Context: an optimization exercise on an open-source flow, tuned for small area and a short achievable clock period. The choices shown serve that exercise and are no tape-out recipe.
Only simulation tests tie the RTL to the original design; equivalence was not proved.
Power is estimated from default activity; no workload was simulated.

Design QRCODE_FINDER, start of the top module:
module QRCODE_FINDER (
input             iCLOCK,
input             iRESET,
input [23:0]      iVID_DATA,
input             iVID_START,
input             iVID_DATA_VALID,
input [10:0]      iADDRESS,
input [31:0]      iWRITE_DATA,
input             iWRITE,
input             iREAD,
output reg [31:0] oREAD_DATA,
output reg [23:0] oVID_DATA,
output            oVID_START,
output            oVID_DATA_VALID
);
localparam pTHRESHOLD = 60;
localparam stNONE  = 2'd0;
localparam stWHITE = 2'd1;
localparam stBLACK = 2'd2;
localparam dsIDLE   = 3'd0;
localparam dsFIRST  = 3'd1;
localparam dsCENTER = 3'd3;
localparam dsTHIRD  = 3'd4;
localparam dsFOURTH = 3'd5;
reg [6:0]  rHCNT;
reg [9:0]  rVCNT;
reg        rDSTART;
reg [2:0]  rVALID_PIPE;
reg [2:0]  rSTART_PIPE;
reg [2:0]  rDSTART_PIPE;
reg [23:0] rDATA0, rDATA1;
reg [6:0]  rHCNT_P0, rHCNT_P1;
reg [9:0]  rLUM;
reg [9:0]  rH0, rH1;
reg        rH1_IS_H0;
wire [9:0] wH1 = rH1_IS_H0 ? rH0 : rH1;
reg [19:0] rLBQ;
reg [11:0] rMAG;
reg        rPOS, rNEG;
reg [1:0]  rSTATE;
reg [9:0]  rPREV_CHANGE;
reg [1:0]  rPREV_STATE;
reg [6:0]  rHSTART;
reg [6:0]  rPREV_HSTART;
reg [6:0]  rPREV_DUR;
reg        rCHANGE;
reg        rFOUND;
reg [2:0]  rDECODE_STATE;
reg [7:0]  rREFBIT_DUR_MAX;
reg [6:0]  rREFBIT_DUR_MIN;
reg [8:0]  rREFBIT_3DUR_MAX;
reg [8:0]  rREFBIT_3DUR_MIN;
  ...
For scale: ~7800 cells after synthesis, about 3700 flip-flops, roughly 130 I/O pins.
Settings: LEC_CHECK=0, CAP_MARGIN=20, CORE_MARGIN=2, CORE_UTILIZATION=45, CTS_CLUSTER_DIAMETER=100, CTS_CLUSTER_SIZE=24, SLEW_MARGIN=20; clock period 9.0 ns.
standard.sh (not shown) runs the stock make flow with config.mk's settings and CLKGATE_MAP_FILE= SYNTH_SCRIPT=/design/flow/synth_recipe.tcl, a recipe that flattens the netlist after the stock synthesis.
==> flow/flow/run.sh <==
#!/bin/bash
set -euo pipefail
MARGIN=$(cat flow/setup_margin)
sed "s|\"\${@:-finish}\"|SETUP_SLACK_MARGIN=${MARGIN} \"\${@:-finish}\"|" standard.sh > own_standard.sh
grep -q "SETUP_SLACK_MARGIN=${MARGIN}" own_standard.sh
bash own_standard.sh > make_finish.log 2>&1
==> flow/flow/setup_margin <==
5.5
Change:
--- a/flow/design.v
+++ b/flow/design.v
@@ -28,16 +28,14 @@
 reg [2:0]  rVALID_PIPE;
 reg [2:0]  rSTART_PIPE;
 reg [2:0]  rDSTART_PIPE;
 reg [23:0] rDATA0, rDATA1;
 reg [6:0]  rHCNT_P0, rHCNT_P1;
 reg [9:0]  rLUM;
 reg [9:0]  rH0, rH1;
-reg        rH1_IS_H0;
-wire [9:0] wH1 = rH1_IS_H0 ? rH0 : rH1;
 reg [19:0] rLBQ;
 reg [11:0] rMAG;
 reg        rPOS, rNEG;
 reg [1:0]  rSTATE;
 reg [9:0]  rPREV_CHANGE;
 reg [1:0]  rPREV_STATE;
 reg [6:0]  rHSTART;
@@ -57,32 +55,18 @@
 reg [1:0]  rOUTMODE;
 reg [4:0]  rDETECT_ADDR;
 reg        rDETECT_WRITE;
 reg [4:0]  rEND_ADDR;
 assign oVID_START      = rSTART_PIPE[2];
 assign oVID_DATA_VALID = rVALID_PIPE[2];
 wire [9:0] wLUM      = {2'b0,iVID_DATA[7:0]} + {2'b0,iVID_DATA[15:8]} + {2'b0,iVID_DATA[23:16]};
-wire [10:0] wN_A0 = {1'b0, rLUM};
-wire [10:0] wN_A1 = {3'b0, rLUM[9:2]};
-wire [10:0] wN_A2 = {5'b0, rLUM[9:4]};
-wire [10:0] wN_A34 = {7'b0, rLUM[9:6]} + {9'b0, rLUM[9:8]};
-wire [10:0] wN_S1 = wN_A0 ^ wN_A1 ^ wN_A2;
-wire [10:0] wN_C1 = {(wN_A0[9:0] & wN_A1[9:0]) | (wN_A0[9:0] & wN_A2[9:0]) | (wN_A1[9:0] & wN_A2[9:0]), 1'b0};
-wire [10:0] wN_S2 = wN_S1 ^ wN_C1 ^ wN_A34;
-wire [10:0] wN_C2 = {(wN_S1[9:0] & wN_C1[9:0]) | (wN_S1[9:0] & wN_A34[9:0]) | (wN_C1[9:0] & wN_A34[9:0]), 1'b0};
-wire [10:0] wN_SUB = ~{1'b0, wH1};
-wire [10:0] wN_S3 = wN_S2 ^ wN_C2 ^ wN_SUB;
-wire [10:0] wN_C3 = {(wN_S2[9:0] & wN_C2[9:0]) | (wN_S2[9:0] & wN_SUB[9:0]) | (wN_C2[9:0] & wN_SUB[9:0]), 1'b1};
-wire [10:0] wLUM_NORM11 = wN_S2 + wN_C2;
-wire [9:0]  wLUM_NORM = wLUM_NORM11[9:0];
-wire [10:0] wNORM_MINUS_H1 = wN_S3 + wN_C3;
+wire [9:0] wLUM_NORM = rLUM + rLUM[9:2] + rLUM[9:4] + rLUM[9:6] + rLUM[9:8];
 wire        wFLAG1   = rDSTART_PIPE[0];
 reg  [10:0] rHDIFF;
-wire        wFLAGN   = rHCNT == 7'd127 || rDSTART;
-wire [10:0] wLUM_DIFF = rHDIFF;
+wire [10:0] wLUM_DIFF = wFLAG1 ? 11'd0 : rHDIFF;
 reg  [20*128-1:0] rLINE_BUF;
 reg  [3:0]  rCOL_HI;
 reg  [31:0] rCOL_LO;
 reg  [7:0]  rCOLW_HI;
 reg  [15:0] rCOLW_LO;
 wire [6:0]  wHCNT_NEXT = iRESET ? 7'd0 :
                          !iVID_DATA_VALID ? rHCNT :
@@ -186,17 +170,17 @@
   rDATA0 <= iVID_DATA;
   rDATA1 <= rDATA0;
   rVALID_PIPE  <= {rVALID_PIPE[1:0], iVID_DATA_VALID};
   rSTART_PIPE  <= {rSTART_PIPE[1:0], iVID_START};
   rDSTART_PIPE <= {rDSTART_PIPE[1:0], rDSTART};
   rHCNT_P0 <= rHCNT;
   rHCNT_P1 <= rHCNT_P0;
+  rLUM <= wLUM;
   if (iVID_DATA_VALID) begin
     rDSTART <= iVID_START;
-    rLUM    <= wLUM;
     rHCNT   <= rHCNT + 1'b1;
     if (rHCNT == 7'd127) begin
       rSTATE <= stNONE;
       rVCNT <= rVCNT + 1'b1;
       rDSTART_PIPE[0] <= 1'b1;
     end
     if (rDSTART) begin
@@ -209,24 +193,24 @@
       if (!rUPDATE) begin
         rUPDATE <= 1;
         rDETECT_WRITE <= 1;
       end
       rSTATE <= stNONE;
     end
   end
-  rH0 <= wLUM_NORM;
   if (rVALID_PIPE[0]) begin
-    rH1_IS_H0 <= wFLAG1;
-    if (wFLAG1 || wFLAGN) begin
+    if (wFLAG1) begin
+      rH0 <= wLUM_NORM;
+      rH1 <= wLUM_NORM;
       rHDIFF <= 0;
     end else begin
-      rHDIFF <= wNORM_MINUS_H1;
-    end
-    if (!wFLAG1) begin
+      rH0 <= wLUM_NORM;
       rH1 <= rH0;
+      rHDIFF <= {1'b0,rLUM} + {3'b0,rLUM[9:2]} + {5'b0,rLUM[9:4]} +
+                {7'b0,rLUM[9:6]} + {9'b0,rLUM[9:8]} - {1'b0,rH1};
     end
   end
   oVID_DATA <= rOUTMODE == 0 ? rDATA1 :
                  rOUTMODE == 1 ? {3{rH0[9:2]}} :
                  rOUTMODE == 2 ? ((rSTATE == stNONE)  ? {3{8'h80}} :
                                   (rSTATE == stBLACK) ? {3{8'h00}} : {3{8'hFF}}) :
                  24'd0;
@@ -326,14 +310,17 @@
     end
   end
   if (iRESET) begin
     rHCNT <= 0;
     rVALID_PIPE <= 0;
     rSTART_PIPE <= 0;
     rDSTART <= 0;
+    rH0 <= 0;
+    rH1 <= 0;
+    rHDIFF <= 0;
     rSTATE <= stNONE;
     rHSTART <= 0;
     rDECODE_STATE <= dsIDLE;
     rUPDATE <= 0;
     rDETECT_ADDR <= 0;
     rDETECT_WRITE <= 0;
   end
=> The new run finished clean. Worst setup slack is better by 0.15 ns. Synthesized cell count is about the same. Final area is about the same. Utilization barely changes. First-iteration DRC count came out higher by 4.2%. Register-to-register slack improved by 0.15 ns. Total power decreases by 3.2%. Flip-flop and latch count goes down by 1. Area after synthesis is about the same. Count of clock-buffer cells in the layout shrinks by 25.

## port drivers added, routing unchanged
No port has a modelled driver above. Below, the same layouts with a new extraction and two added sets of constraints.
Step 1, drivers: a clkbuf_16 drives iCLOCK and a buf_2 each remaining input, both assumed.
Step 2 times the ports against the registers' clock, not the clock port: input delays grow and output delays shrink by t, the midpoint of the rising clock arrivals with the driver on.
Slacks: ideal / step 1 / step 2; pairs: ideal / step 1.
run | shift t [ns] | setup slack, ns | worst setup path after step 2 | cell pins on the clock port's net
the first run | 0.989 | 5.207 / 5.207 / 4.635 | input to register | 1
the second run | 0.992 | 5.357 / 5.357 / 4.568 | input to register | 1
After both steps setup and hold are still met in every run listed. For the second run, which loses most, drivers alone change the setup slack by 0.000 ns; drivers and shift together by -0.789 ns.
